Context: an optimization exercise on an open-source flow, tuned for small area. The choices shown serve that exercise and are no tape-out recipe.
The RTL was checked by simulation tests, not by an equivalence proof against the original design.
The flow treats the clock pin as an ideal source, which a real chip does not have.
Power figures rest on the tool's default switching activity, not on a simulated workload.

$ cat flow/config.mk
export PLATFORM = sky130hd
export DESIGN_NAME = multi_clock_top
export DESIGN_NICKNAME = multi_clock_top
export VERILOG_FILES = /design/flow/design.v
export SDC_FILE = /design/flow/constraint.sdc
export NUM_CORES = 4
export LEC_CHECK = 0
export CAP_MARGIN = 20
export CORE_MARGIN = 2
export CORE_UTILIZATION = 60
export SLEW_MARGIN = 20
$ cat flow/constraint.sdc
create_clock -name core_clock -period 12.0 [get_ports {CLOCK_50}]
set_input_delay 2.4000 -clock core_clock [delete_from_list [all_inputs] [get_ports {CLOCK_50}]]
set_output_delay 2.4000 -clock core_clock [all_outputs]
set_load 0.01 [all_outputs]
$ cat flow/design.v
module multi_clock_top #(
    parameter REAL_CLK = 40,         
    parameter DEBOUNCE = 16,         
    parameter HOUR = 5,
    parameter MINUTE = 3,
    parameter SECOND = 21
)(
    input CLOCK_50,
    input [3: 0] KEY,
    input [17: 0] SW,
    output [3: 0] LEDG,
    output [6: 0] HEX0,
    output [6: 0] HEX2,
    output [6: 0] HEX3,
    output [6: 0] HEX4,
    output [6: 0] HEX5,
    output [6: 0] HEX6,
    output [6: 0] HEX7,
    output [6: 0] HEX1
);
    function [0: 0] s_fb(input [4: 0] x);
        begin
            s_fb[0] = (x[1] & x[4]) | (~x[1] & ~x[3] & ~x[4]) | (x[3] & x[4]);
        end
    endfunction
    function [0: 0] s_bk(input [4: 0] x);
        begin
            s_bk[0] = (x[0] & x[2]) | (x[0] & x[4]) | (~x[0] & ~x[2] & ~x[4]);
        end
    endfunction
    function [4: 0] s_inc(input [4: 0] x);
        s_inc = {x[3: 0], s_fb(x)};
    endfunction
    function [4: 0] s_step(input [5: 0] x);
        s_step = x[5] ? {x[3: 0], s_fb(x[4: 0])} : {s_bk(x[4: 0]), x[4: 1]};
    endfunction
    function [0: 0] s_last(input [4: 0] x);
        begin
            s_last[0] = ~((~x[4]) | (x[3]) | (x[2]) | (x[0]) | (x[1]));
        end
    endfunction
    localparam [4: 0] SEC0 = 5'd0;
    function [1: 0] m_inc(input [1: 0] x);
        begin
            m_inc[0] = ~((x[0]) | (x[1]));
            m_inc[1] = (x[0]);
        end
    endfunction
    function [2: 0] h_inc(input [2: 0] x);
        begin
            h_inc[0] = ~((x[1]) | (x[2]));
            h_inc[1] = (x[0]);
            h_inc[2] = (x[1]);
        end
    endfunction
    localparam [2: 0] HOUR0 = 3'd1;
    localparam [2: 0] HOUR2 = 3'd6;
    function [1: 0] m_step(input [2: 0] x);
        begin
            m_step[0] = (~x[0] & ~x[1] & x[2]) | (x[1] & ~x[2]);
            m_step[1] = (x[0] & x[2]) | (~x[0] & ~x[1] & ~x[2]);
        end
    endfunction
    function [2: 0] h_step(input [3: 0] x);
        begin
            h_step[0] = (~x[1] & ~x[2] & x[3]) | (x[1] & ~x[3]);
            h_step[1] = (x[2] & ~x[3]) | (x[0] & x[3]);
            h_step[2] = (~x[0] & ~x[1] & ~x[3]) | (x[1] & x[3]);
        end
    endfunction
    function [6: 0] seg_su(input [4: 0] x);
        begin
            seg_su[0] = (x[2] & x[3]) | (x[0] & ~x[1] & ~x[3] & ~x[4]);
            seg_su[1] = (x[3] & x[4]) | (x[0] & x[4]);
            seg_su[2] = (x[0] & x[1]);
            seg_su[3] = (x[2] & x[3]) | (x[0] & ~x[1] & ~x[3] & ~x[4]) | (~x[0] & x[1] & ~x[2] & ~x[4]);
            seg_su[4] = (x[0] & ~x[1] & ~x[4]) | (~x[0] & x[1] & ~x[4]) | (~x[0] & x[3]) | (x[1] & x[2]);
            seg_su[5] = (x[0] & ~x[3] & ~x[4]) | (x[1] & x[2]) | (x[1] & ~x[4]);
            seg_su[6] = ~((~x[0] & x[2]) | (x[0] & x[1] & ~x[2]) | (~x[1] & x[3]) | (x[0] & ~x[3] & x[4]) | (~x[2] & x[3] & x[4]));
        end
    endfunction
    function [6: 0] seg_st(input [4: 0] x);
        begin
            seg_st[0] = (x[0] & x[2]) | (x[2] & x[4]) | (x[1] & x[3]) | (~x[0] & ~x[2] & x[3] & ~x[4]) | (x[1] & x[4]);
            seg_st[1] = (x[0] & x[1] & x[2]);
            seg_st[2] = (~x[0] & ~x[1] & ~x[2] & ~x[3] & x[4]) | (x[0] & x[1] & x[2]);
            seg_st[3] = (x[0] & x[2]) | (x[2] & x[4]) | (x[1] & x[3]) | (~x[0] & ~x[2] & x[3] & ~x[4]) | (x[1] & x[4]);
            seg_st[4] = (x[0] & x[2]) | (x[2] & x[4]) | (x[1] & x[3]) | (~x[0] & ~x[2] & x[3] & ~x[4]) | (x[1] & x[4]);
            seg_st[5] = (x[0] & x[2]) | (x[1] & x[3]) | (~x[0] & ~x[2] & x[3] & ~x[4]) | (~x[0] & ~x[3] & x[4]);
            seg_st[6] = (~x[4]) | (x[3]) | (x[2]) | (x[0]) | (x[1]);
        end
    endfunction
    function [6: 0] seg_m(input [1: 0] x);
        begin
            seg_m[0] = (x[0]);
            seg_m[1] = (x[0] & x[1]);
            seg_m[2] = (x[1]);
            seg_m[3] = (x[0]);
            seg_m[4] = (x[0]);
            seg_m[5] = (x[0]) | (x[1]);
            seg_m[6] = (~x[1]) | (x[0]);
        end
    endfunction
    function [6: 0] seg_h(input [2: 0] x);
        begin
            seg_h[0] = (~x[0] & ~x[2]) | (x[0] & x[1]);
            seg_h[1] = (x[0] & x[2]);
            seg_h[2] = (x[1] & x[2]);
            seg_h[3] = (~x[0] & ~x[2]) | (x[0] & x[1]);
            seg_h[4] = (~x[0] & ~x[1]) | (x[0] & x[1]);
            seg_h[5] = (x[1]) | (x[2]);
            seg_h[6] = (x[0]);
        end
    endfunction
    localparam [1: 0] G_CK = 2'd0;
    localparam [1: 0] G_TS = 2'd1;
    localparam [1: 0] G_SW = 2'd2;
    localparam [1: 0] G_AL = 2'd3;
    localparam [1: 0] S_NO = 2'd0;
    localparam [1: 0] S_H = 2'd1;
    localparam [1: 0] S_M = 2'd2;
    localparam [1: 0] S_S = 2'd3;
    function [6: 0] seg_mode(input [3: 0] x);
        begin
            seg_mode[0] = ~((x[3]) | (x[0] & ~x[1]) | (~x[0] & x[1]) | (~x[2]));
            seg_mode[1] = (~x[0] & ~x[1] & x[3]);
            seg_mode[2] = (x[0] & ~x[1] & ~x[3]);
            seg_mode[3] = (~x[0] & ~x[1] & x[2] & ~x[3]) | (x[0] & x[1] & ~x[3]) | (x[0] & ~x[1] & x[3]);
            seg_mode[4] = ~((~x[0] & x[2] & x[3]) | (~x[2] & ~x[3]) | (x[0] & ~x[1] & ~x[3]));
            seg_mode[5] = (x[0] & ~x[1]) | (~x[0] & x[2] & ~x[3]);
            seg_mode[6] = ~((~x[0] & x[3]) | (x[0] & ~x[3]) | (x[1]));
        end
    endfunction
    function [0: 0] db_f(input [4: 0] x);
        begin
            db_f[0] = (x[3] & x[4]) | (x[1] & x[4]) | (x[0] & x[2]) | (~x[1] & ~x[3] & ~x[4]);
        end
    endfunction
    function [0: 0] db_isf(input [4: 0] x);
        begin
            db_isf[0] = ~((~x[0] & ~x[1] & ~x[2] & ~x[3]) | (x[2] & x[3] & x[4]));
        end
    endfunction
    function [0: 0] db_ish(input [4: 0] x);
        begin
            db_ish[0] = (x[2] & x[3] & x[4]);
        end
    endfunction
    function [0: 0] db_ist(input [4: 0] x);
        begin
            db_ist[0] = (x[0] & x[1] & x[2] & ~x[4]);
        end
    endfunction
    function [0: 0] div_f(input [5: 0] x);
        begin
            div_f[0] = ~((x[2] & x[5]) | (~x[3] & x[5]) | (~x[2] & x[3] & x[4] & ~x[5]));
        end
    endfunction
    function [0: 0] div_t(input [5: 0] x);
        begin
            div_t[0] = ~((x[0]) | (x[4]) | (~x[1]) | (x[2]));
        end
    endfunction
    localparam [5: 0] DIV_S0 = 6'd4;
    wire top_rst = SW[17];
    reg [5: 0] div;
    wire tick = div_t(div);
    always @(posedge CLOCK_50) begin
        if (top_rst) div <= DIV_S0;
        else div <= {div[4: 0], div_f(div)};
    end
    reg [4: 0] db [0: 3];
    wire [3: 0] p;   
    genvar gi;
    generate
        for (gi = 0; gi < 4; gi = gi + 1) begin: gen_db
            wire tap = KEY[gi];
            wire [4: 0] s = db[gi];
            assign p[gi] = db_ist(s) & ~tap;
            always @(posedge CLOCK_50) begin
                if (top_rst) db[gi] <= 5'b00000;
                else if (tap) db[gi] <= {db_ish(s), 3'b000, db_isf(s)};
                else db[gi] <= {s[3: 0], db_f(s)};
            end
        end
    endgenerate
    reg [1: 0] grp, sub;
    wire in_ts = (grp == G_TS);
    wire in_al = (grp == G_AL);
    always @(posedge CLOCK_50) begin
        if (top_rst) begin
            grp <= G_CK;
            sub <= S_NO;
        end
        else if (p[0]) begin
            case (grp)
                G_CK: grp <= G_TS;
                G_TS: grp <= G_SW;
                G_SW: grp <= G_AL;
                default: grp <= G_CK;
            endcase
            sub <= S_NO;
        end
        else if (p[1] && (in_ts || in_al)) begin
            sub <= (sub == S_H) ? S_M : (sub == S_M) ? S_S : S_H;
        end
    end
    assign HEX1 = seg_mode({grp, sub});
    wire fl_h = (sub == S_H);
    wire fl_m = (sub == S_M);
    wire fl_s = (sub == S_S);
    reg [4: 0] d_s;
    reg [1: 0] d_m;
    reg [2: 0] d_h;
    wire [4: 0] n_s = s_step({p[2], d_s});
    wire [1: 0] n_m = m_step({p[2], d_m});
    wire [2: 0] n_h = h_step({p[2], d_h});
    wire adj = p[2] | p[3];
    reg [4: 0] ts_s, ck_s;
    reg [1: 0] ts_m, ck_m;
    reg [2: 0] ts_h, ck_h;
    reg modified;
    wire ck_en = SW[2] & tick;
    wire ck_s_w = s_last(ck_s);         
    wire ck_m_w = ck_m[1];               
    reg [4: 0] ckn_s;
    reg [1: 0] ckn_m;
    reg [2: 0] ckn_h;
    always @(*) begin
        {ckn_h, ckn_m, ckn_s} = {ck_h, ck_m, ck_s};
        if (top_rst || SW[16]) {ckn_h, ckn_m, ckn_s} = {HOUR2, 2'd0, SEC0};
        else if (modified) {ckn_h, ckn_m, ckn_s} = {ts_h, ts_m, ts_s};
        else if (ck_en) begin
            ckn_s = s_inc(ck_s);
            if (ck_s_w) begin
                ckn_m = m_inc(ck_m);
                if (ck_m_w) ckn_h = h_inc(ck_h);
            end
        end
    end
    always @(posedge CLOCK_50) begin
        {ck_h, ck_m, ck_s} <= {ckn_h, ckn_m, ckn_s};
        if (top_rst) begin
            {ts_h, ts_m, ts_s} <= {ckn_h, ckn_m, ckn_s};
            modified <= 1'b0;
        end
        else if (in_ts) begin
            if (p[0]) modified <= 1'b0;
            else if (sub != S_NO && adj) begin
                modified <= 1'b1;
                if (fl_s) ts_s <= n_s;
                if (fl_m) ts_m <= n_m;
                if (fl_h) ts_h <= n_h;
            end
        end
        else if (!(grp == G_CK && p[0])) begin
            {ts_h, ts_m, ts_s} <= {ckn_h, ckn_m, ckn_s};
        end
    end
    reg [4: 0] al_s;
    reg [1: 0] al_m;
    reg [2: 0] al_h;
    reg alarming;
    always @(posedge CLOCK_50) begin
        if (top_rst || SW[15]) begin
            al_h <= HOUR2;
            al_m <= 2'd0;
            al_s <= SEC0;
            alarming <= 1'b0;
        end
        else begin
            if (SW[1]) begin
                if ({ck_h, ck_m, ck_s} == {al_h, al_m, al_s}) alarming <= 1'b1;
                else if (SW[3]) alarming <= 1'b0;
            end
            else alarming <= 1'b0;
            if (in_al && adj) begin
                if (fl_s) al_s <= n_s;
                if (fl_m) al_m <= n_m;
                if (fl_h) al_h <= n_h;
            end
        end
    end
    reg [5: 0] sdiv;
    reg [4: 0] sw_s;
    reg [1: 0] sw_m;
    reg [2: 0] sw_h;
    wire stick = SW[0] & div_t(sdiv);
    always @(posedge CLOCK_50) begin
        if (top_rst || SW[14]) begin
            sdiv <= DIV_S0;
            sw_h <= HOUR0;
            sw_m <= 2'd0;
            sw_s <= SEC0;
        end
        else begin
            if (SW[0]) sdiv <= {sdiv[4: 0], div_f(sdiv)};
            if (stick) begin
                sw_s <= s_inc(sw_s);
                if (s_last(sw_s)) begin
                    sw_m <= m_inc(sw_m);
                    if (sw_m[1]) sw_h <= h_inc(sw_h);
                end
            end
        end
    end
    reg [2: 0] den;  
    always @(posedge CLOCK_50) begin
        if (top_rst) den <= 3'b111;
        else if (tick) begin
            den[0] <= (fl_s | alarming) ? ~den[0] : 1'b1;
            den[1] <= (fl_m | alarming) ? ~den[1] : 1'b1;
            den[2] <= (fl_h | alarming) ? ~den[2] : 1'b1;
        end
    end
    always @(*) begin
        case (grp)
            G_SW: {d_h, d_m, d_s} = {sw_h, sw_m, sw_s};
            G_AL: {d_h, d_m, d_s} = {al_h, al_m, al_s};
            default: {d_h, d_m, d_s} = {ts_h, ts_m, ts_s};
        endcase
    end
    wire [4: 0] b_s = d_s | {5{~den[0]}};
    wire [1: 0] b_m = d_m | {2{~den[1]}};
    wire [2: 0] b_h = d_h | {3{~den[2]}};
    assign HEX2 = seg_su(b_s);
    assign HEX3 = seg_st(b_s);
    assign HEX4 = seg_m(b_m);
    assign HEX5 = {1'b1, {6{~den[1]}}};
    assign HEX6 = seg_h(b_h);
    assign HEX7 = {1'b1, {6{~den[2]}}};
    assign HEX0 = SW[1] ? 7'b0100011 : 7'b1111111;
    assign LEDG = {2'b00, SW[0], modified};
endmodule
$ cat flow/flow/run.sh
#!/bin/bash
# Own layout flow, built on the standard ORFS flow (standard.sh):
#  1. the standard synthesis (standard.sh synth), unchanged;
#  2. its combinational logic re-mapped by ABC for area (resyn.tcl), registers
#     kept as they are; the result is proved equal to the standard netlist
#     (equiv.tcl) and used only if the proof passes;
#  3. the rest of the standard flow, with the port buffers made of the
#     smallest buffer cell, clock tree synthesis without dummy loads and each
#     clock buffer then sized to the smallest clkbuf that keeps the register
#     clock slew low (clock_buffers.tcl).
# Each tool writes its full output to a log of its own in this folder
# (and ORFS's steps also under orfs/logs).
set -euo pipefail
here=$(cd "$(dirname "$0")" && pwd)
work=$(pwd)
export BUFFER_PORTS_ARGS="-buffer_cell sky130_fd_sc_hd__buf_1"
export CTS_ARGS="-sink_clustering_enable -repair_clock_nets -dont_use_dummy_load -root_buf sky130_fd_sc_hd__clkbuf_4 -buf_list sky130_fd_sc_hd__clkbuf_4"
export POST_CTS_TCL="$here/clock_buffers.tcl"

bash standard.sh synth > synth.log 2>&1

res="$work/orfs/results/$FLOW_PLATFORM/multi_clock_top/base"
export LIB="$FLOW_HOME/platforms/$FLOW_PLATFORM/lib/sky130_fd_sc_hd__tt_025C_1v80.lib"
export TOP="$FLOW_TOP"
export IN="$res/1_2_yosys_standard.v"
export OUT="$work/resyn.v"
export OUTDIR="$work"
export ABC_SCRIPT="$here/abc_area.script"
# the platform's don't-use cells, the multi-output adder cells (which the
# re-mapping cannot use) and the clock and delay cells are kept out
export DONT_USE=$(grep -o 'cell ("sky130_fd_sc_hd__\(lpflow_[a-z0-9_]*\|probec\?_p_8\|fa[a-z0-9_]*\|ha_[0-9]*\|clk[a-z0-9_]*\|dly[a-z0-9_]*\)")' "$LIB" | sed 's/cell ("\(.*\)")/-dont_use \1/' | tr '\n' ' ')
cp "$res/1_2_yosys.v" "$IN"
if yosys -c "$here/resyn.tcl" > resyn.log 2>&1 && yosys -c "$here/equiv.tcl" > equiv.log 2>&1; then
  cp "$OUT" "$res/1_2_yosys.v"
  rm -f "$res/1_synth.odb" "$res/1_synth.sdc"
  echo "re-mapped netlist used" > resyn_result.txt
else
  echo "re-mapping failed or not proved; standard netlist kept" > resyn_result.txt
fi

bash standard.sh > standard.log 2>&1
$ cat flow/flow/abc_area.script
strash
dch
map -a
strash
dch
map -a
strash
dch
map -a
strash
dch
map -a
strash
dch
map -a
strash
dch
map -a
topo
$ cat flow/flow/clock_buffers.tcl
# Size each clock tree buffer to the smallest clkbuf whose loads see a slew
# of at most CLK_SLEW_TARGET (ns), then legalize the placement again.
set clk_sizes {sky130_fd_sc_hd__clkbuf_2 sky130_fd_sc_hd__clkbuf_4 sky130_fd_sc_hd__clkbuf_8 sky130_fd_sc_hd__clkbuf_16}
# loads of a buffer are registers (CLK pins) or other clock buffers
set target 0.10
set root_target 0.25
set block [ord::get_db_block]
set bufs {}
foreach inst [$block getInsts] {
  if {[string match "sky130_fd_sc_hd__clkbuf_*" [[$inst getMaster] getName]]} { lappend bufs $inst }
}
proc load_slew {inst} {
  set worst 0
  set net [[$inst findITerm X] getNet]
  foreach it [$net getITerms] {
    if {[$it isInputSignal] || [[$it getMTerm] getName] == "CLK" || [[$it getMTerm] getName] == "A"} {
      if {[$it getInst] == $inst} continue
      set pin [get_pins [[$it getInst] getName]/[[$it getMTerm] getName]]
      set s [get_property $pin slew_max]
      if {$s > $worst} { set worst $s }
    }
  }
  return $worst
}
# start every buffer at the smallest size, then grow the ones that are too slow
foreach inst $bufs { $inst swapMaster [[ord::get_db] findMaster [lindex $clk_sizes 0]] }
for {set iter 0} {$iter < 6} {incr iter} {
  estimate_parasitics -placement
  set changed 0
  foreach inst $bufs {
    set s [load_slew $inst]
    set m [[$inst getMaster] getName]
    set i [lsearch $clk_sizes $m]
    set net_in [[$inst findITerm A] getNet]
    set t [expr {[$net_in getName] == "CLOCK_50" ? $root_target : $target}]
    if {$s > $t && $i < [llength $clk_sizes] - 1} {
      $inst swapMaster [[ord::get_db] findMaster [lindex $clk_sizes [expr $i + 1]]]
      set changed 1
    }
  }
  if {!$changed} break
}
foreach inst $bufs { puts "clock buffer [$inst getName] [[$inst getMaster] getName] load slew [load_slew $inst]" }
detailed_placement
estimate_parasitics -placement
$ cat flow/flow/equiv.tcl
# Check the re-mapped netlist on its own, then prove it equal to the standard
# one (registers paired by name).
yosys read_liberty -lib $::env(LIB)
yosys read_verilog $::env(OUT)
yosys hierarchy -top $::env(TOP)
yosys check -assert
yosys design -reset
yosys read_liberty -ignore_miss_func $::env(LIB)
yosys read_verilog $::env(IN)
yosys rename $::env(TOP) gold
yosys read_verilog $::env(OUT)
yosys rename $::env(TOP) gate
yosys flatten
yosys opt_clean
yosys async2sync
yosys equiv_make gold gate eq
yosys hierarchy -top eq
yosys equiv_simple -seq 1
yosys equiv_induct
yosys equiv_status -assert
$ cat flow/flow/resyn.tcl
# Re-map the combinational logic of the standard synthesis netlist for area.
# The registers (their instances, names and cell type) are kept as they are:
# every sequential cell (flip-flop or latch) is held as a black box while ABC
# maps the logic.
set lib $::env(LIB)
yosys read_liberty -ignore_miss_func $lib
yosys read_verilog $::env(IN)
yosys hierarchy -top $::env(TOP)
set seq {sky130_fd_sc_hd__*df* sky130_fd_sc_hd__*dl* sky130_fd_sc_hd__lpflow_inputisolatch*}
yosys setattr -mod -set keep_hierarchy 1 {*}$seq
yosys flatten
yosys opt_clean
yosys tee -o $::env(OUTDIR)/resyn_pre_stat.txt stat
yosys abc -liberty $lib -script $::env(ABC_SCRIPT) {*}$::env(DONT_USE)
yosys opt_clean -purge
yosys hilomap -singleton -hicell sky130_fd_sc_hd__conb_1 HI -locell sky130_fd_sc_hd__conb_1 LO
yosys insbuf -buf sky130_fd_sc_hd__buf_1 A X
yosys splitnets
yosys opt_clean -purge
yosys tee -o $::env(OUTDIR)/resyn_stat.txt stat -liberty $lib
yosys blackbox {*}$seq
yosys write_verilog -noattr -nohex -nodec $::env(OUT)
$ cat flow/standard.sh
#!/bin/bash
# synth_recipe.tcl (not shown) runs the flow's synth.tcl, then flattens the netlist and writes it again
# the make line also repeats each setting of config.mk as NAME=value (left out here)
make -C /OpenROAD-flow-scripts/flow DESIGN_CONFIG=/design/flow/config.mk WORK_HOME=/design/flow/orfs CLKGATE_MAP_FILE= SYNTH_SCRIPT=/design/flow/synth_recipe.tcl "${@:-finish}"
==> results of run 1 <==
==> layer usage <==
layer	global-route usage (%)	part of all wire, %
met3	5.93	7.6
met1	35.5	44
met4	6.82	1.2
met2	41.8	47
met5	0	0
==> cell families after synthesis <==
family	share of synthesized area (%)
and+or+nand+nor	21.6
DFF	38.0
xor gates and xnor gates	3.29
adders and majority gates	2.21
AOI/OAI and AO/OA	20.3
buffers and inverters	8.29
other	0.166
muxes	6.00
==> path summary, 6_finish.rpt <==
path	start	slack, ps	end
hold / removal	db[2][3]$_SDFF_PP0_	440	db[2][4]$_SDFF_PP0_
setup / recovery	grp[1]$_SDFFE_PP0N_	6380	HEX3[3]
hold reg to reg	db[2][3]$_SDFF_PP0_	440	db[2][4]$_SDFF_PP0_
setup reg to reg	grp[1]$_SDFFE_PP0N_	8940	ts_s[4]$_DFFE_PP_
==> registers in the layout, indices dropped and copies added, names as in the netlist, 5 cells and up <==
signal and cells:
sw_s 5, div 6, al_s 5, ck_s 5, ts_s 5, db 20, sdiv 6
==> layout make-up <==
type	count	area (sq um)	area share, %
Multi-Input combinational cell	391	2450	52.2
Clock buffer	9	92.6	1.97
Timing Repair Buffer	66	251	5.36
Sequential cell	81	1720	36.7
Inverter	14	52.6	1.12
Tap cell	99	124	2.64
==> power by group through the flow <==
stage	registers [mW]	logic [mW]	clock network (mW)
finish	0.281	0.0220	0.132
global route	0.282	0.0247	0.145
detailed placement	0.288	0.0220	0
global placement	0.287	0.0213	0
floorplan	0.286	0.0183	0
==> worst max-delay path, cell delays in order, from the launching register on <==
cell and delay [ps]:
dfxtp_1 540, ha_1 720, nor2_4 220, a21oi_1 720, nand3_1 180, o211ai_1 260, buf_1 180
==> through the flow <==
step | instances | total power, mW | setup slack, ps
after floorplan | 540 | 0.305 | 6940
after global placement | 651 | 0.309 | 6650
after detailed placement | 651 | 0.309 | 6650
after global routing | 660 | 0.452 | 6140
final | 660 | 0.436 | 6380
==> cells in the final DEF (no fill, tap or decap), drive strengths merged, types with 10 or more instances in the layout <==
cell type / Yosys / final
inv: 14 / 14
and2: 15 / 15
edfxtp: 10 / 10
nand2: 42 / 42
dfxtp: 71 / 71
nor2: 57 / 57
a22o: 10 / 10
nand3: 12 / 12
o21ai: 35 / 35
xor2: 13 / 13
mux2i: 26 / 26
nor3: 11 / 11
buf: 36 / 66
a21oi: 41 / 41
==> reports/summary.txt, run 1 <==
outcome - no timing/DRC/antenna violations
Synth top area share - 31.4%
area grow syn2layout - 3.62%
combinational power share - 5.0%
drc violations - 0
area leader, netlist - dfxtp_1
switching pwr - 0.102 mW
die width - 90.9 um
HP Class - register to register
leak pwr - 1.90 nW
first-pass GRT wire length - 17.3 mm
ys flop type - dfxtp_1
# rows - 31
Tightest Pin Transition - 969 ps
top post-synthesis cells by count - dfxtp_1, nor2_1, nand2_1
vias in the first global route - 3555
Synth area leaders - dfxtp_1, edfxtp_1, mux2i_1
drt pass-1 iters - 8
initial antenna violation count - 0
Vias per Instance - 5.96
share of post-route cells with drive strength above 1 - 4.63%
Fin Hold WS - 442 ps
GRT Total Usage - 26.0%
GRT overflow - 0
core area - 7290 sq um
fin. max-slew vios - 0
# IOs - 83
initial DRC count - 257
fillers - 688
via count - 3933
Final nets - 594
gpl congestion - 0.875
crit end category - output port
internal cell power - 0.334 mW
initial core utilization - 62.1%
Sw Ratio - 23.4%
Final Skew - 24.2 ps
clock sink count - 81
post-synthesis instance total - 535
critical path arrival - 3220 ps
routed wire length - 10.7 mm
Final setup viols - 0
max-cap viol count - 0
clock-pin slew of the registers on the worst-case setup and hold paths - 90 ps
CTS tree - built
Port-buffer cells - 65
Mapped Area - 4530 sq um
# diodes - 0
RSZ-0062 raised after global routing - false
syn avg cell area - 8.46 sq um
WL/cell - 16.2 um
CP Launch Type - register
Tmin final - 5620 ps
TNS Setup - 0 ps
Rel. slew slack - 34.7%
largest net degree at the start of global routing - 34
final core utilization - 64.3%
endpoints failing hold - 0
maximum clock rate - 178 MHz
ys async rst share - 0%
post-synthesis cell type count - 59
Die Ht - 90.9 um
final period utilization - 46.9%
Worst Path Max Fanout - 16
crit path kind - register to output port
PD cells - 92.9 nW/um^2
Seq cells post-synth - 81
count leader, synth - dfxtp_1
Reg power frac - 64.6%
hpwl dp - 7.76 mm
Die Area - 8250 sq um
Syn. warnings - 2
Antenna Nets Post-Route - 0
Hold Path Depth - 2
maximum vdd ir drop - 0.101 mV
Area after DPL - 4600 sq um
Clock Latency Late Sink - 420 ps
reg2reg path depth - 6
clock power share - 30.4%
critical path required time - 9600 ps
fin area - 4690 sq um
number of flops mapped to enable cells by yosys - 10
sequential area share after synthesis - 38.0%
==> inputs of run 2 (changes only) <==
--- a/flow/design.v
+++ b/flow/design.v
@@ -113,21 +113,21 @@
         end
     endfunction
-    localparam [1: 0] G_CK = 2'd0;
+    localparam [1: 0] G_CK = 2'd3;
     localparam [1: 0] G_TS = 2'd1;
-    localparam [1: 0] G_SW = 2'd2;
-    localparam [1: 0] G_AL = 2'd3;
+    localparam [1: 0] G_SW = 2'd0;
+    localparam [1: 0] G_AL = 2'd2;
     localparam [1: 0] S_NO = 2'd0;
-    localparam [1: 0] S_H = 2'd1;
-    localparam [1: 0] S_M = 2'd2;
-    localparam [1: 0] S_S = 2'd3;
+    localparam [1: 0] S_H = 2'd3;
+    localparam [1: 0] S_M = 2'd1;
+    localparam [1: 0] S_S = 2'd2;
     function [6: 0] seg_mode(input [3: 0] x);
         begin
-            seg_mode[0] = ~((x[3]) | (x[0] & ~x[1]) | (~x[0] & x[1]) | (~x[2]));
-            seg_mode[1] = (~x[0] & ~x[1] & x[3]);
-            seg_mode[2] = (x[0] & ~x[1] & ~x[3]);
-            seg_mode[3] = (~x[0] & ~x[1] & x[2] & ~x[3]) | (x[0] & x[1] & ~x[3]) | (x[0] & ~x[1] & x[3]);
-            seg_mode[4] = ~((~x[0] & x[2] & x[3]) | (~x[2] & ~x[3]) | (x[0] & ~x[1] & ~x[3]));
-            seg_mode[5] = (x[0] & ~x[1]) | (~x[0] & x[2] & ~x[3]);
-            seg_mode[6] = ~((~x[0] & x[3]) | (x[0] & ~x[3]) | (x[1]));
+            seg_mode[0] = (~x[0] & x[2] & ~x[3]);
+            seg_mode[1] = ~((x[2]) | (x[0]) | (x[1]));
+            seg_mode[2] = (x[0] & x[1] & ~x[3]);
+            seg_mode[3] = (x[0] & x[1] & ~x[2]) | (~x[0] & x[2] & ~x[3]);
+            seg_mode[4] = ~((x[0] & x[1] & ~x[3]) | (~x[1] & x[3]));
+            seg_mode[5] = (~x[1] & x[2] & ~x[3]) | (x[0] & x[1]);
+            seg_mode[6] = (x[0] & x[1] & ~x[2]) | (~x[0] & ~x[1] & x[2]);
         end
     endfunction
==> flow/flow/abc_area.script (replaced) <==
strash
&get -n
&deepsyn -T 20 -I 4
&put
strash
dch
map -a
strash
dch
map -a
strash
dch
map -a
topo
--- a/flow/flow/equiv.tcl
+++ b/flow/flow/equiv.tcl
@@ -5,4 +5,6 @@
 yosys hierarchy -top $::env(TOP)
 yosys check -assert
+# only library cells: no logic left unmapped
+yosys select -assert-none {t:$*}
 yosys design -reset
 yosys read_liberty -ignore_miss_func $::env(LIB)
@@ -12,4 +14,6 @@
 yosys rename $::env(TOP) gate
 yosys flatten
+# only the ports and the register outputs are paired by name
+yosys rename -hide gold/w:_* gate/w:_*
 yosys opt_clean
 yosys async2sync
--- a/flow/config.mk
+++ b/flow/config.mk
@@ -8,4 +8,4 @@
 export CAP_MARGIN = 20
 export CORE_MARGIN = 2
-export CORE_UTILIZATION = 60
+export CORE_UTILIZATION = 80
 export SLEW_MARGIN = 20
==> reports/summary.txt, run 2 <==
share of post-route cells with drive strength above 1 - 2.61% (-2.0 points)
max-cap viol count - 0 (unchanged)
initial DRC count - 645 (+150%)
crit end category - output port
CTS tree - built
FF-to-FF setup slack - 9050 ps (+110 ps)
GRT Total Usage - 43.5% (+18 points)
Final setup viols - 0 (unchanged)
CP Launch Type - register
Tightest Pin Transition - 1030 ps (+66.1 ps)
routed wire length - 11.7 mm (+9.0%)
clock sink count - 81 (unchanged)
Syn. warnings - 2 (unchanged)
Reg power frac - 63.1% (-1.5 points)
Fin Hold WS - 432 ps (-10.2 ps)
leading registers by flop count - db (20), div (6), sdiv (6)
Tmin final - 5990 ps (+364 ps)
Buf/Inv on CP - 2 (+1)
most frequent cells in the layout - inv_1, nor2_1, dfxtp_1
met2 WL - 5.75 mm (+14%)
Worst Path Max Fanout - 16 (unchanged)
largest reg by FF count - db
fin worst setup slack - 6010 ps (-364 ps)
drt pass-1 iters - 6 (-2)
RSZ-0062 raised after global routing - false
hold path start - div[3]$_SDFF_PP0_
initial core utilization - 83.4% (+21 points)
area grow syn2layout - 9.12%
initial antenna violation count - 0 (unchanged)
Antenna Nets Post-Route - 0 (unchanged)
reg2reg path depth - 7 (+1)
final period utilization - 49.9% (+3.0 points)
Highest Signal Layer - met4
worst path cell trace - nor2_1 -> inv_1 -> o21ai_0 -> nor3_1 -> nor2_1 -> o21ai_0 -> or2_2 -> nand2_1 -> buf_1
largest net degree at the start of global routing - 26 (-24%)
first-pass GRT wire length - 17.9 mm (+3.1%)
endpoints failing hold - 0 (unchanged)
vias in the first global route - 3947 (+11%)
Die Area - 5500 sq um (-33%)
Rel. slew slack - 30.3% (-4.5 points)
Clock Latency Late Sink - 440 ps (+20 ps)
HP Class - register to register
Final Skew - 26.2 ps (+2.03 ps)
PnR Total Power - 0.443 mW (+1.7%)
maximum clock rate - 167 MHz (-6.1%)
critical path required time - 9600 ps (about the same)
gpl congestion - 1.03 (+18%)
Area after DPL - 4200 sq um (-8.7%)
Vias per Instance - 6.38 (+7.1%)
# diodes - 0 (unchanged)
clock-pin slew of the registers on the worst-case setup and hold paths - 90 ps (about the same)
Place WS - 6610 ps (-35.8 ps)
WL/cell - 17.2 um (+6.0%)
fin area - 4300 sq um (-8.4%)
Die Ht - 74.2 um (-18%)
die width - 74.2 um (-18%)
post-synthesis instance total - 558 (+4.3%)
outcome - no timing/DRC/antenna violations
TNS Setup - 0 ps (unchanged)
worst hold path endpoint - div[4]$_SDFF_PP0_
Mapped Area - 3940 sq um (-13%)
Sw Ratio - 24.0% (+0.60 points)
DRT met1 WL - 3.90 mm (-18%)
Hold Path Depth - 2 (unchanged)
metal3 WL - 1.39 mm (+70%)
drc violations - 0 (unchanged)
Critical Path Slowest Stage Cell - o21ai_0
worst stage delay on the critical path - 760 ps (+40 ps)
Critical R2R Capture - ts_s[1]$_DFFE_PP_
GRT overflow - 0 (unchanged)
crit-path leading delay family - simple AND/OR/NAND/NOR gates
# rows - 25 (-19%)
via count - 4333 (+10%)
Port-buffer cells - 65 (unchanged)
Largest register FFs - 20 (unchanged)
combinational power share - 5.6% (+0.6 points)
reg-to-reg critical path startpoint - grp[0]$_SDFFE_PP1N_
clock power share - 31.3% (+0.9 points)
fillers - 215 (-69%)
Final nets - 637 (+7.2%)
leak pwr - 1.79 nW (-5.7%)
crit path kind - register to output port
PD cells - 103 nW/um^2 (+11%)
switching pwr - 0.106 mW (+4.3%)
maximum vdd ir drop - 0.0794 mV (-21%)
# IOs - 83 (unchanged)
hpwl dp - 8.73 mm (+12%)
syn avg cell area - 7.06 sq um (-17%)
most common cell after layout, fill and taps aside - inv_1
internal cell power - 0.337 mW (+0.90%)
core area - 4720 sq um (-35%)
fin. max-slew vios - 0 (unchanged)
critical path arrival - 3590 ps (+370 ps)
==> run 2: cell type report <==
cell class,instances,area [sq um],area share [%]
clock buffer,9,98.8,2.30
inverter,110,413,9.61
multi-input combinational,345,1720,40.0
sequential,81,1720,40.1
tap,67,83.8,1.95
timing repair buffer,67,259,6.03
==> run 2: worst max path at each step <==
stage | cells past startpoint | endpoint | start | slack [ps]
final | 9 | HEX3[2] | grp[0]$_SDFFE_PP1N_ | 6010
after global routing | 9 | HEX3[2] | grp[0]$_SDFFE_PP1N_ | 5700
after detailed placement | 9 | HEX3[2] | grp[0]$_SDFFE_PP1N_ | 6610
after global placement | 9 | HEX3[2] | grp[0]$_SDFFE_PP1N_ | 6690
after floorplan | 2 | HEX0[3] | SW[1] | 6910
==> run 2: worst register-to-register path, cell delays in order, from the launching register on <==
cell     delay [ps]
dfxtp_1         720
inv_1           250
nor2_1          210
inv_1           140
nor2_1          330
inv_1           340
nand2_1         190
o21ai_0         390
==> run 2: per-stage QoR <==
step / utilization (%) / cells
2_1_floorplan: - / 563
3_3_place_gp: 88.9 / 670
3_5_place_dp: 88.9 / 670
5_1_grt: 91.0 / 679
6_report: 91.0 / 679
==> run 2: layer usage <==
layer | track usage (%) | vias to the layer above
li1 | - | 1944
met1 | 47.1 | 1909
met2 | 75.6 | 402
met3 | 11.1 | 78
met4 | 27.9 | 0
met5 | 0 | -
==> run 2: power groups by stage <==
| stage | combinational, mW | sequential [mW] | clock (mW) |
|---|---|---|---|
| floorplan | 0.0161 | 0.285 | 0 |
| global placement | 0.0216 | 0.286 | 0 |
| detailed placement | 0.0236 | 0.286 | 0 |
| global route | 0.0272 | 0.280 | 0.144 |
| finish | 0.0249 | 0.280 | 0.139 |
==> inputs of run 3 (changes only) <==
--- a/flow/config.mk
+++ b/flow/config.mk
@@ -8,4 +8,4 @@
 export CAP_MARGIN = 20
 export CORE_MARGIN = 2
-export CORE_UTILIZATION = 80
+export CORE_UTILIZATION = 70
 export SLEW_MARGIN = 20
==> reports/summary.txt, run 3 <==
clock sink count - 81 (unchanged)
vias in the first global route - 3688 (-6.6%)
critical path arrival - 3680 ps (+90 ps)
Area after DPL - 4200 sq um (+0.15%)
worst path cell trace - nor2_1 -> inv_1 -> o21ai_0 -> nor3_1 -> nor2_1 -> o21ai_0 -> or2_2 -> nand2_1 -> buf_1
# IOs - 83 (unchanged)
Worst Path Max Fanout - 16 (unchanged)
Place WS - 6510 ps (-103 ps)
crit end category - output port
Syn. warnings - 2 (unchanged)
Antenna Nets Post-Route - 0 (unchanged)
GRT Total Usage - 34.1% (-9.4 points)
Largest register FFs - 20 (unchanged)
initial DRC count - 450 (-30%)
Die Area - 6240 sq um (+13%)
core area - 5470 sq um (+16%)
clock-pin slew of the registers on the worst-case setup and hold paths - 100 ps (about the same)
fin worst setup slack - 5920 ps (-89.4 ps)
largest net degree at the start of global routing - 26 (unchanged)
CTS tree - built
critical path required time - 9600 ps (about the same)
worst stage delay on the critical path - 790 ps (+30 ps)
endpoints failing hold - 0 (unchanged)
final period utilization - 50.6% (+0.75 points)
Vias per Instance - 5.86 (-8.2%)
initial core utilization - 71.9% (-11 points)
CP Launch Type - register
maximum vdd ir drop - 0.0819 mV (+3.2%)
Tmin final - 6080 ps (+89.4 ps)
first-pass GRT wire length - 16.6 mm (-7.1%)
multi-input logic area - 1720 sq um (unchanged)
Register Area - 1720 sq um (unchanged)
Clock Latency Late Sink - 450 ps (about the same)
Post-Place Cells - 675 (+0.75%)
outcome - no timing/DRC/antenna violations
HP Class - register to register
Final Skew - 33.9 ps (+7.70 ps)
Fin Hold WS - 436 ps (+4.66 ps)
fin area - 4300 sq um (unchanged)
non-filler instance count after layout - 684 (+0.74%)
gpl congestion - 0.924 (-10%)
via count - 4009 (-7.5%)
syn avg cell area - 7.06 sq um (unchanged)
GRT overflow - 0 (unchanged)
share of post-route cells with drive strength above 1 - 2.61% (unchanged)
Die Ht - 79 um (+6.5%)
drt pass-1 iters - 6 (unchanged)
RSZ-0062 raised after global routing - false
Tightest Pin Transition - 995 ps (-39.6 ps)
# diodes - 0 (unchanged)
crit path kind - register to output port
Rel. slew slack - 32.9% (+2.7 points)
largest reg by FF count - db
initial antenna violation count - 0 (unchanged)
# rows - 27 (+8.0%)
routed wire length - 10.3 mm (-11%)
Final nets - 637 (unchanged)
final core utilization - 78.5% (-12 points)
leak pwr - 1.79 nW (-0.14%)
area grow syn2layout - 9.12% (unchanged)
Mapped Area - 3940 sq um (unchanged)
maximum clock rate - 165 MHz (-1.5%)
max-cap viol count - 0 (unchanged)
Critical Path Slowest Stage Cell - o21ai_0
fin. max-slew vios - 0 (unchanged)
most frequent cells in the layout - inv_1, nor2_1, dfxtp_1
drc violations - 0 (unchanged)
Port-buffer cells - 65 (unchanged)
most common cell after layout, fill and taps aside - inv_1
leading registers by flop count - db (20), div (6), sdiv (6)
post-synthesis instance total - 558 (unchanged)
WL/cell - 15.1 um (-12%)
hpwl dp - 7.86 mm (-10%)
die width - 79 um (+6.5%)
PD cells - 102 nW/um^2 (-0.95%)
TNS Setup - 0 ps (unchanged)
Final setup viols - 0 (unchanged)
fillers - 450 (+110%)
PnR Total Power - 0.439 mW (-0.95%)
## run 3: path summary, 6_finish.rpt
kind                                           from           endpoint  slack (ps)  cells after the start
worst min register to register    div[3]$_SDFF_PP0_  div[4]$_SDFF_PP0_         440                      2
worst min-delay path              div[3]$_SDFF_PP0_  div[4]$_SDFF_PP0_         440                      2
worst max register to register  grp[0]$_SDFFE_PP1N_  ts_s[4]$_DFFE_PP_        9030                      8
worst max-delay path            grp[0]$_SDFFE_PP1N_            HEX3[2]        5920                      9
## run 3: critical path: cells and delay by family (launching register included)
kind,cells,cell delay [ps]
buffers and inverters,2,450
AO/OA/AOI/OAI,2,970
flip-flops,1,510
AND/OR/NAND/NOR,5,1320
## run 3: cell type report
class	instances	share of cell area [%]
Clock buffer	9	2.15
Inverter	110	9.61
Sequential cell	81	40.1
Multi-Input combinational cell	345	40.0
Timing Repair Buffer	67	6.03
Tap cell	72	2.10
## run 3: power by group
| group | switching [mW] | internal (mW) | leakage [nW] | total [mW] |
|---|---|---|---|---|
| registers | 0.00207 | 0.277 | 0.691 | 0.279 |
| clock network | 0.0874 | 0.0489 | 0.0518 | 0.136 |
| logic | 0.0162 | 0.00697 | 1.04 | 0.0232 |
## run 3: routing by layer
metal | global-route usage, % | part of all wire (%) | vias to the layer above
met5 | 0 | 0 | -
met4 | 18.1 | 3.2 | 0
met3 | 6.14 | 8.1 | 34
met2 | 56.5 | 48 | 206
met1 | 42.4 | 41 | 1821
li1 | - | - | 1948
==> inputs of run 4 (changes only) <==
--- a/flow/design.v
+++ b/flow/design.v
@@ -113,4 +113,6 @@
         end
     endfunction
+    localparam [4: 0] BLANK_S = 5'd31;
+    localparam [2: 0] BLANK_H = 3'd7;
     localparam [1: 0] G_CK = 2'd3;
     localparam [1: 0] G_TS = 2'd1;
@@ -137,14 +139,14 @@
         end
     endfunction
-    function [0: 0] db_isf(input [4: 0] x);
+    function [4: 0] db_tap(input [4: 0] x);
         begin
-            db_isf[0] = ~((~x[0] & ~x[1] & ~x[2] & ~x[3]) | (x[2] & x[3] & x[4]));
-        end
-    endfunction
-    function [0: 0] db_ish(input [4: 0] x);
-        begin
-            db_ish[0] = (x[2] & x[3] & x[4]);
+            db_tap[0] = ~((~x[0] & ~x[1] & ~x[2] & ~x[3]) | (x[2] & x[3] & x[4]));
+            db_tap[1] = 1'b0;
+            db_tap[2] = 1'b0;
+            db_tap[3] = 1'b0;
+            db_tap[4] = (x[2] & x[3] & x[4]);
         end
     endfunction
+    localparam [4: 0] DB_IDLE = 5'd0;
     function [0: 0] db_ist(input [4: 0] x);
         begin
@@ -179,6 +181,6 @@
             assign p[gi] = db_ist(s) & ~tap;
             always @(posedge CLOCK_50) begin
-                if (top_rst) db[gi] <= 5'b00000;
-                else if (tap) db[gi] <= {db_ish(s), 3'b000, db_isf(s)};
+                if (top_rst) db[gi] <= DB_IDLE;
+                else if (tap) db[gi] <= db_tap(s);
                 else db[gi] <= {s[3: 0], db_f(s)};
             end
@@ -242,5 +244,5 @@
         {ck_h, ck_m, ck_s} <= {ckn_h, ckn_m, ckn_s};
         if (top_rst) begin
-            {ts_h, ts_m, ts_s} <= {ckn_h, ckn_m, ckn_s};
+            {ts_h, ts_m, ts_s} <= {HOUR2, 2'd0, SEC0};
             modified <= 1'b0;
         end
@@ -321,7 +323,7 @@
         endcase
     end
-    wire [4: 0] b_s = d_s | {5{~den[0]}};
+    wire [4: 0] b_s = den[0] ? d_s : BLANK_S;
     wire [1: 0] b_m = d_m | {2{~den[1]}};
-    wire [2: 0] b_h = d_h | {3{~den[2]}};
+    wire [2: 0] b_h = den[2] ? d_h : BLANK_H;
     assign HEX2 = seg_su(b_s);
     assign HEX3 = seg_st(b_s);
--- a/flow/flow/run.sh
+++ b/flow/flow/run.sh
@@ -17,4 +17,6 @@
 export CTS_ARGS="-sink_clustering_enable -repair_clock_nets -dont_use_dummy_load -root_buf sky130_fd_sc_hd__clkbuf_4 -buf_list sky130_fd_sc_hd__clkbuf_4"
 export POST_CTS_TCL="$here/clock_buffers.tcl"
+# one tie cell for each constant value, not one per constant output
+export SKIP_REPAIR_TIE_FANOUT=1
 
 bash standard.sh synth > synth.log 2>&1
--- a/flow/flow/clock_buffers.tcl
+++ b/flow/flow/clock_buffers.tcl
@@ -3,5 +3,5 @@
 set clk_sizes {sky130_fd_sc_hd__clkbuf_2 sky130_fd_sc_hd__clkbuf_4 sky130_fd_sc_hd__clkbuf_8 sky130_fd_sc_hd__clkbuf_16}
 # loads of a buffer are registers (CLK pins) or other clock buffers
-set target 0.10
+set target 0.095
 set root_target 0.25
 set block [ord::get_db_block]
==> reports/summary.txt, run 4 <==
outcome - no timing/DRC/antenna violations
syn avg cell area - 6.85 sq um (-2.9%)
initial antenna violation count - 0 (unchanged)
Register Area - 1620 sq um (-5.8%)
clock power share - 32.7% (+1.7 points)
# diodes - 0 (unchanged)
leak pwr - 1.69 nW (-5.3%)
critical path required time - 9600 ps (about the same)
vias in the first global route - 3658 (-0.81%)
core area - 5470 sq um (unchanged)
GRT Total Usage - 33.4% (-0.68 points)
largest net degree at the start of global routing - 34 (+31%)
final period utilization - 46.5% (-4.2 points)
clock-pin slew of the registers on the worst-case setup and hold paths - 70 ps (-30 ps)
multi-input logic area - 1770 sq um (+2.6%)
crit path kind - register to output port
Sw Ratio - 23.5% (-0.57 points)
GRT overflow - 0 (unchanged)
Tmin final - 5580 ps (-499 ps)
Worst Path Max Fanout - 10 (-6)
leading registers by flop count - db (20), div (6), sdiv (6)
Syn. warnings - 2 (unchanged)
non-filler instance count after layout - 693 (+1.3%)
die width - 78.8 um (-0.21%)
initial core utilization - 71.6% (-0.32 points)
via count - 4133 (+3.1%)
gpl congestion - 0.915 (-1.0%)
maximum vdd ir drop - 0.0779 mV (-4.9%)
PD cells - 104 nW/um^2 (+1.4%)
drt pass-1 iters - 7 (+1)
most common cell after layout, fill and taps aside - inv_1
Final nets - 646 (+1.4%)
fin. max-slew vios - 0 (unchanged)
Die Area - 6210 sq um (-0.42%)
Final setup viols - 0 (unchanged)
first-pass GRT wire length - 16.3 mm (-1.4%)
crit end category - output port
largest reg by FF count - db
clock sink count - 81 (unchanged)
Post-Place Cells - 684 (+1.3%)
TNS Setup - 0 ps (unchanged)
initial DRC count - 542 (+20%)
RSZ-0062 raised after global routing - false
fillers - 435 (-3.3%)
most frequent cells in the layout - inv_1, nor2_1, dfxtp_1
Largest register FFs - 20 (unchanged)
Final Skew - 27.9 ps (-6.03 ps)
switching pwr - 0.104 mW (-1.4%)
endpoints failing hold - 0 (unchanged)
maximum clock rate - 179 MHz (+8.9%)
Die Ht - 78.8 um (-0.21%)
Mapped Area - 3920 sq um (-0.44%)
drc violations - 0 (unchanged)
# rows - 27 (unchanged)
max-cap viol count - 0 (unchanged)
routed wire length - 10.2 mm (-0.94%)
HP Class - register to register
Tightest Pin Transition - 668 ps (-327 ps)
Port-buffer cells - 65 (unchanged)
Rel. slew slack - 55.3% (+22 points)
combinational power share - 5.2% (about the same)
hpwl dp - 7.89 mm (+0.39%)
Reg power frac - 62.1% (-1.6 points)
WL/cell - 14.8 um (-2.2%)
CTS tree - built
Antenna Nets Post-Route - 0 (unchanged)
# IOs - 83 (unchanged)
CP Launch Type - register
internal cell power - 0.339 mW (+1.7%)
share of post-route cells with drive strength above 1 - 2.90% (+0.28 points)
Clock Latency Late Sink - 440 ps (about the same)
critical path arrival - 3180 ps (-500 ps)
Vias per Instance - 5.96 (+1.8%)
area grow syn2layout - 9.16% (about the same)
post-synthesis instance total - 572 (+2.5%)
## run 4: metrics by stage
step / area [sq um] / hold slack (ps) / worst slack, ps / util (%) / total power [mW]
after global routing: 4280 / 462 / 6230 / 78.2 / 0.455
after detailed placement: 4170 / 415 / 6830 / 76.2 / 0.304
after global placement: 4170 / 410 / 6870 / 76.2 / 0.303
after floorplan: 3920 / 400 / 6910 / - / 0.296
final: 4280 / 430 / 6420 / 78.2 / 0.443
## run 4: final timing paths
| kind | depth (start not counted) | slack (ps) | to | start |
|---|---|---|---|---|
| max reg2reg | 13 | 9230 | ts_s[2]$_SDFFE_PP0P_ | db[2][2]$_SDFF_PP0_ |
| min reg2reg | 2 | 430 | div[4]$_SDFF_PP0_ | div[3]$_SDFF_PP0_ |
| max | 13 | 6420 | HEX2[6] | grp[1]$_SDFFE_PP1P_ |
| min | 2 | 430 | div[4]$_SDFF_PP0_ | div[3]$_SDFF_PP0_ |
## run 4: per-layer routing
metal / GRT usage, % / vias to the layer above / wire length (um)
met5: 0 / - / 0
met4: 13.3 / 0 / 231
met3: 5.68 / 31 / 979
met2: 56.8 / 238 / 4860
met1: 42.6 / 1878 / 4170
li1: - / 1986 / -
## run 4: power by group through the flow
stage | combinational [mW] | clock, mW | sequential, mW
floorplan | 0.0155 | 0 | 0.281
global placement | 0.0215 | 0 | 0.281
detailed placement | 0.0225 | 0 | 0.281
global route | 0.0261 | 0.153 | 0.276
finish | 0.0231 | 0.145 | 0.275
## run 4: cell type report
cell class                      instances  area share [%]
Clock buffer                            9            2.60
Inverter                              115            10.1
Multi-Input combinational cell        349            41.3
Sequential cell                        81            37.9
Tap cell                               72            2.11
Timing Repair Buffer                   67            6.05
## run 4: worst max-delay path: stages (launching register included)
cell and delay (ps):
dfxtp_1 420, inv_1 100, nor2_1 520, inv_1 200, o21ai_0 230, nor2_1 120, inv_1 120, nor2_1 70
inv_1 90, nand2_1 80, nor2_1 140, nor3_1 80, a2111oi_0 370, buf_1 200
==> inputs of run 5 (changes only) <==
--- a/flow/flow/run.sh
+++ b/flow/flow/run.sh
@@ -17,6 +17,4 @@
 export CTS_ARGS="-sink_clustering_enable -repair_clock_nets -dont_use_dummy_load -root_buf sky130_fd_sc_hd__clkbuf_4 -buf_list sky130_fd_sc_hd__clkbuf_4"
 export POST_CTS_TCL="$here/clock_buffers.tcl"
-# one tie cell for each constant value, not one per constant output
-export SKIP_REPAIR_TIE_FANOUT=1
 
 bash standard.sh synth > synth.log 2>&1
==> reports/summary.txt, run 5 <==
outcome - no timing/DRC/antenna violations
switching pwr - 0.101 mW (-3.4%)
GRT Total Usage - 33.7% (+0.23 points)
worst path cell trace - inv_1 -> nor2_1 -> inv_1 -> o21ai_0 -> nor2_1 -> inv_1 -> nor2_1 -> inv_1 -> nand2_1 -> nor2_1 -> nor3_1 -> a2111oi_0 -> buf_1
Antenna Nets Post-Route - 0 (unchanged)
PnR Total Power - 0.429 mW (-3.2%)
crit end category - output port
routed wire length - 10.2 mm (-0.69%)
final period utilization - 46.5% (about the same)
Port-buffer cells - 65 (unchanged)
Buf/Inv on CP - 5 (unchanged)
Clock Latency Late Sink - 420 ps (-20 ps)
most frequent cells in the layout - inv_1, nor2_1, dfxtp_1
die width - 78.8 um (unchanged)
RSZ-0062 raised after global routing - false
core area - 5470 sq um (unchanged)
# IOs - 83 (unchanged)
via count - 4117 (-0.39%)
largest reg by FF count - db
Mapped Area - 3920 sq um (unchanged)
combinational power share - 5.3% (about the same)
post-synthesis instance total - 572 (unchanged)
leak pwr - 1.70 nW (+0.50%)
hpwl dp - 7.86 mm (-0.34%)
TNS Setup - 0 ps (unchanged)
syn avg cell area - 6.85 sq um (unchanged)
largest net degree at the start of global routing - 34 (unchanged)
Die Ht - 78.8 um (unchanged)
Reg power frac - 64.1% (+2.0 points)
internal cell power - 0.329 mW (-3.1%)
initial DRC count - 489 (-9.8%)
clock sink count - 81 (unchanged)
critical path arrival - 3180 ps (about the same)
Final setup viols - 0 (unchanged)
Tightest Pin Transition - 705 ps (+36.3 ps)
share of post-route cells with drive strength above 1 - 2.88% (-0.023 points)
Die Area - 6210 sq um (unchanged)
Tmin final - 5580 ps (-2.80 ps)
gpl congestion - 0.922 (+0.81%)
most common cell after layout, fill and taps aside - inv_1
GRT overflow - 0 (unchanged)
fin. max-slew vios - 0 (unchanged)
area grow syn2layout - 9.16% (unchanged)
Worst Path Max Fanout - 10 (unchanged)
Final nets - 651 (+0.77%)
Sw Ratio - 23.4% (-0.072 points)
fin area - 4280 sq um (unchanged)
initial antenna violation count - 0 (unchanged)
critical path required time - 9600 ps (about the same)
first-pass GRT wire length - 16.5 mm (+0.97%)
vias in the first global route - 3731 (+2.0%)
Largest register FFs - 20 (unchanged)
leading registers by flop count - db (20), div (6), sdiv (6)
drc violations - 0 (unchanged)
endpoints failing hold - 0 (unchanged)
final core utilization - 78.2% (unchanged)
crit path kind - register to output port
Area after DPL - 4190 sq um (+0.45%)
CP Launch Type - register
maximum clock rate - 179 MHz (about the same)
max-cap viol count - 0 (unchanged)
Syn. warnings - 2 (unchanged)
HP Class - register to register
PD cells - 100 nW/um^2 (-3.2%)
Vias per Instance - 5.90 (-1.1%)
WL/cell - 14.6 um (-1.4%)
Final Skew - 26.0 ps (-1.90 ps)
fillers - 425 (-2.3%)
fin worst setup slack - 6420 ps (+2.80 ps)
CTS tree - built
clock power share - 30.6% (-2.1 points)
crit-path leading delay family - simple AND/OR/NAND/NOR gates
initial core utilization - 71.6% (unchanged)
drt pass-1 iters - 5 (-2)
Critical Path Slowest Stage Cell - nor2_1
worst stage delay on the critical path - 550 ps (+30 ps)
# rows - 27 (unchanged)
clock-pin slew of the registers on the worst-case setup and hold paths - 100 ps (+30 ps)
Place WS - 6870 ps (+34.1 ps)
# diodes - 0 (unchanged)
Rel. slew slack - 52.9% (-2.4 points)
maximum vdd ir drop - 0.0762 mV (-2.2%)
[run 5: final cells by class]
cell class | instances | area (sq um) | area share [%]
Timing Repair Buffer | 67 | 259 | 6.05
Clock buffer | 9 | 92.6 | 2.16
Tap cell | 72 | 90.1 | 2.11
Multi-Input combinational cell | 354 | 1780 | 41.7
Sequential cell | 81 | 1620 | 37.9
Inverter | 115 | 432 | 10.1
[run 5: tightest hold or removal path, cell delays in order (launching register included)]
cell and delay (ps):
dfxtp_1 310, inv_1 40, nor2_1 30
[run 5: per-layer routing]
| layer | track usage, % | part of all wire [%] |
|---|---|---|
| met1 | 41.9 | 42 |
| met2 | 57.6 | 47 |
| met3 | 6.25 | 7.9 |
| met4 | 14.0 | 2.8 |
| met5 | 0 | 0 |
[run 5: through the flow]
step / instances / hold slack [ps]
2_1_floorplan: 577 / 400
3_5_place_dp: 689 / 410
6_report: 698 / 421
5_1_grt: 698 / 441
3_3_place_gp: 689 / 408
[run 5: power groups by stage]
stage                     registers (mW)  clock network (mW)  logic, mW
after detailed placement           0.281                   0     0.0224
after global routing               0.275               0.142     0.0259
after floorplan                    0.281                   0     0.0155
final                              0.275               0.131     0.0229
after global placement             0.281                   0     0.0215
[run 5: final timing paths]
kind | start | to | slack [ps] | cells past startpoint
worst max-delay path | grp[1]$_SDFFE_PP1P_ | HEX2[6] | 6420 | 13
worst min-delay path | div[3]$_SDFF_PP0_ | div[4]$_SDFF_PP0_ | 420 | 2
worst max register to register | db[2][2]$_SDFF_PP0_ | ts_s[4]$_SDFFE_PP0P_ | 9190 | 13
worst min register to register | div[3]$_SDFF_PP0_ | div[4]$_SDFF_PP0_ | 420 | 2
==> inputs of run 6 (changes only) <==
--- a/flow/design.v
+++ b/flow/design.v
@@ -115,21 +115,21 @@
     localparam [4: 0] BLANK_S = 5'd31;
     localparam [2: 0] BLANK_H = 3'd7;
-    localparam [1: 0] G_CK = 2'd3;
+    localparam [1: 0] G_CK = 2'd2;
     localparam [1: 0] G_TS = 2'd1;
     localparam [1: 0] G_SW = 2'd0;
-    localparam [1: 0] G_AL = 2'd2;
+    localparam [1: 0] G_AL = 2'd3;
     localparam [1: 0] S_NO = 2'd0;
     localparam [1: 0] S_H = 2'd3;
-    localparam [1: 0] S_M = 2'd1;
-    localparam [1: 0] S_S = 2'd2;
+    localparam [1: 0] S_M = 2'd2;
+    localparam [1: 0] S_S = 2'd1;
     function [6: 0] seg_mode(input [3: 0] x);
         begin
-            seg_mode[0] = (~x[0] & x[2] & ~x[3]);
-            seg_mode[1] = ~((x[2]) | (x[0]) | (x[1]));
+            seg_mode[0] = (~x[1] & x[2] & ~x[3]);
+            seg_mode[1] = ~((~x[2] & x[3]) | (x[0]) | (x[1]) | (x[2] & ~x[3]));
             seg_mode[2] = (x[0] & x[1] & ~x[3]);
-            seg_mode[3] = (x[0] & x[1] & ~x[2]) | (~x[0] & x[2] & ~x[3]);
-            seg_mode[4] = ~((x[0] & x[1] & ~x[3]) | (~x[1] & x[3]));
-            seg_mode[5] = (~x[1] & x[2] & ~x[3]) | (x[0] & x[1]);
-            seg_mode[6] = (x[0] & x[1] & ~x[2]) | (~x[0] & ~x[1] & x[2]);
+            seg_mode[3] = (~x[1] & x[2] & ~x[3]) | (x[0] & x[1] & x[3]);
+            seg_mode[4] = ~((x[0] & x[1] & ~x[3]) | (~x[0] & x[3]));
+            seg_mode[5] = (x[0] & x[1]) | (~x[0] & x[2] & ~x[3]);
+            seg_mode[6] = (~x[2] & x[3]) | (~x[0] & ~x[1] & x[2] & ~x[3]) | (x[0] & x[1] & x[3]);
         end
     endfunction
@@ -307,11 +307,11 @@
         end
     end
-    reg [2: 0] den;  
+    reg [2: 0] dbl;  
     always @(posedge CLOCK_50) begin
-        if (top_rst) den <= 3'b111;
+        if (top_rst) dbl <= 3'b000;
         else if (tick) begin
-            den[0] <= (fl_s | alarming) ? ~den[0] : 1'b1;
-            den[1] <= (fl_m | alarming) ? ~den[1] : 1'b1;
-            den[2] <= (fl_h | alarming) ? ~den[2] : 1'b1;
+            dbl[0] <= (fl_s | alarming) & ~dbl[0];
+            dbl[1] <= (fl_m | alarming) & ~dbl[1];
+            dbl[2] <= (fl_h | alarming) & ~dbl[2];
         end
     end
@@ -323,13 +323,13 @@
         endcase
     end
-    wire [4: 0] b_s = den[0] ? d_s : BLANK_S;
-    wire [1: 0] b_m = d_m | {2{~den[1]}};
-    wire [2: 0] b_h = den[2] ? d_h : BLANK_H;
+    wire [4: 0] b_s = dbl[0] ? BLANK_S : d_s;
+    wire [1: 0] b_m = d_m | {2{dbl[1]}};
+    wire [2: 0] b_h = dbl[2] ? BLANK_H : d_h;
     assign HEX2 = seg_su(b_s);
     assign HEX3 = seg_st(b_s);
     assign HEX4 = seg_m(b_m);
-    assign HEX5 = {1'b1, {6{~den[1]}}};
+    assign HEX5 = {1'b1, {6{dbl[1]}}};
     assign HEX6 = seg_h(b_h);
-    assign HEX7 = {1'b1, {6{~den[2]}}};
+    assign HEX7 = {1'b1, {6{dbl[2]}}};
     assign HEX0 = SW[1] ? 7'b0100011 : 7'b1111111;
     assign LEDG = {2'b00, SW[0], modified};
--- a/flow/flow/run.sh
+++ b/flow/flow/run.sh
@@ -17,4 +17,6 @@
 export CTS_ARGS="-sink_clustering_enable -repair_clock_nets -dont_use_dummy_load -root_buf sky130_fd_sc_hd__clkbuf_4 -buf_list sky130_fd_sc_hd__clkbuf_4"
 export POST_CTS_TCL="$here/clock_buffers.tcl"
+# one tie cell for each constant value, not one per constant output
+export SKIP_REPAIR_TIE_FANOUT=1
 
 bash standard.sh synth > synth.log 2>&1
==> reports/summary.txt, run 6 <==
clock sink count - 81 (unchanged)
HP Class - register to register
critical path arrival - 3650 ps (+470 ps)
FF-to-FF setup slack - 8830 ps (-360 ps)
Rel. slew slack - 28.6% (-24 points)
Final nets - 630 (-3.2%)
TNS Setup - 0 ps (unchanged)
fin. max-slew vios - 0 (unchanged)
Tightest Pin Transition - 1060 ps (+352 ps)
Mapped Area - 3880 sq um (-0.89%)
largest reg by FF count - db
Critical R2R Capture - ts_s[3]$_SDFFE_PP0P_
Port-buffer cells - 65 (unchanged)
drt pass-1 iters - 8 (+3)
Vias per Instance - 5.96 (+1.0%)
Hold Path Depth - 2 (unchanged)
GRT overflow - 0 (unchanged)
# IOs - 83 (unchanged)
gpl congestion - 0.926 (+0.41%)
reg-to-reg critical path startpoint - grp[1]$_SDFFE_PP1N_
area grow syn2layout - 8.86%
first-pass GRT wire length - 16.8 mm (+1.5%)
Largest register FFs - 20 (unchanged)
core area - 5440 sq um (-0.62%)
fillers - 419 (-1.4%)
Die Ht - 78.5 um (-0.42%)
critical path required time - 9600 ps (about the same)
Critical Path Slowest Stage Cell - o21ai_0
RSZ-0062 raised after global routing - false
worst stage delay on the critical path - 710 ps (+160 ps)
via count - 4035 (-2.0%)
worst path cell trace - inv_1 -> nor2_1 -> nor2_1 -> inv_1 -> o21ai_0 -> inv_1 -> o21ai_0 -> nor2_1 -> nand2_1 -> buf_1
clock-pin slew of the registers on the worst-case setup and hold paths - 90 ps (about the same)
leading registers by flop count - db (20), div (6), sdiv (6)
Worst Path Max Fanout - 9 (-1)
CTS tree - built
hpwl dp - 7.77 mm (-1.1%)
post-synthesis instance total - 559 (-2.3%)
hold path start - div[1]$_SDFF_PP0_
leak pwr - 1.67 nW (-2.0%)
Clock Latency Late Sink - 430 ps (about the same)
Fin Hold WS - 405 ps (-16.1 ps)
maximum clock rate - 165 MHz (-7.9%)
initial core utilization - 71.4% (-0.20 points)
Final setup viols - 0 (unchanged)
drc violations - 0 (unchanged)
worst hold path endpoint - div[2]$_SDFF_PP1_
crit path kind - register to output port
final period utilization - 50.4% (+4.0 points)
die width - 78.5 um (-0.42%)
share of post-route cells with drive strength above 1 - 2.48% (-0.40 points)
initial DRC count - 470 (-3.9%)
outcome - no timing/DRC/antenna violations
maximum vdd ir drop - 0.0843 mV (+11%)
PD cells - 105 nW/um^2 (+4.7%)
crit end category - output port
reg2reg path depth - 9 (-4)
syn avg cell area - 6.95 sq um (+1.4%)
GRT Total Usage - 34.1% (+0.40 points)
Antenna Nets Post-Route - 0 (unchanged)
CP Launch Type - register
Die Area - 6160 sq um (-0.85%)
Tmin final - 6050 ps (+476 ps)
Final Skew - 30.0 ps (+4.03 ps)
largest net degree at the start of global routing - 32 (-5.9%)
most frequent cells in the layout - inv_1, dfxtp_1, nor2_1
vias in the first global route - 3719 (-0.32%)
most common cell after layout, fill and taps aside - inv_1
endpoints failing hold - 0 (unchanged)
Syn. warnings - 2 (unchanged)
# diodes - 0 (unchanged)
initial antenna violation count - 0 (unchanged)
WL/cell - 15.0 um (+2.7%)
max-cap viol count - 0 (unchanged)
final core utilization - 77.8% (-0.43 points)
routed wire length - 10.1 mm (-0.34%)
# rows - 27 (unchanged)
## run 6: layout make-up
cell class	count	area [sq um]	area share [%]
clock buffer	9	111	2.63
inverter	113	424	10.0
multi-input combinational	336	1730	40.9
sequential	81	1620	38.3
tap	72	90.1	2.13
timing repair buffer	66	251	5.95
## run 6: how the worst max path moves through the flow
stage	from	to	slack (ps)
after global routing	grp[1]$_SDFFE_PP1N_	HEX3[2]	5680
after global placement	grp[1]$_SDFFE_PP1N_	HEX2[4]	6590
final	grp[1]$_SDFFE_PP1N_	HEX2[4]	5950
after floorplan	SW[1]	HEX0[3]	6910
after detailed placement	grp[1]$_SDFFE_PP1N_	HEX2[4]	6600
## run 6: per-layer routing
layer / track usage [%] / vias to the layer above / wire length [um]
li1: - / 1945 / -
met1: 44.1 / 1835 / 4290
met2: 55.0 / 216 / 4610
met3: 6.21 / 39 / 890
met4: 16.1 / 0 / 349
met5: 0 / - / 0
## run 6: per-stage QoR
step                setup slack (ps)  std cells  power [mW]  cell area (sq um)
global route                    5680        677       0.458               4230
floorplan                       6910        559       0.296               3880
finish                          5950        677       0.444               4230
detailed placement              6600        668       0.304               4120
global placement                6590        668       0.303               4120
## run 6: worst max-delay path: cells and delay by family, from the launching register on
family	cells	cell delay, ps
AO/OA/AOI/OAI	2	1100
buffers and inverters	4	800
flip-flops	1	370
AND/OR/NAND/NOR	4	960
## run 6: power by group
part | internal (mW) | switching [mW] | leakage [nW] | total (mW)
Sequential | 0.273 | 0.00207 | 0.657 | 0.275
Clock | 0.0594 | 0.0870 | 0.0595 | 0.146
Combinational | 0.00693 | 0.0161 | 0.952 | 0.0230
Total | 0.339 | 0.105 | 1.67 | 0.444

==> separate check: timing with driven ports <==
The flow's constraints put no driver on any port. The routed layouts listed below were extracted and timed again, unchanged, in two steps.
Step 1 sets driving cells, clkbuf_16 on the clock port and buf_2 on the other inputs (assumed; they add their load-dependent delay and slew).
Step 2 moves the port delays by t, midway between the first and last clock arrival at a register: inputs arrive t later, outputs are due t later. That takes back most of the time a late clock gives input paths.
Slacks: ideal / step 1 / step 2; pairs: ideal / step 1.
run | t, ns | setup slack, ns | hold WS [ns] | clock arrival spread, ns
run 1 | 0.437 | 6.377 / 6.347 / 6.633 | 0.442 / 0.442 / 0.442 | 0.024 / 0.024
run 2 | 0.451 | 6.012 / 5.983 / 6.434 | 0.432 / 0.432 / 0.432 | 0.026 / 0.026
run 3 | 0.466 | 5.923 / 5.892 / 6.358 | 0.436 / 0.436 / 0.436 | 0.035 / 0.034
run 4 | 0.457 | 6.422 / 6.395 / 6.807 | 0.430 / 0.430 / 0.430 | 0.028 / 0.028
run 5 | 0.439 | 6.425 / 6.396 / 6.834 | 0.421 / 0.421 / 0.421 | 0.027 / 0.027
run 6 | 0.447 | 5.949 / 5.922 / 6.369 | 0.405 / 0.405 / 0.405 | 0.030 / 0.030
After both steps every run listed still meets setup and hold.
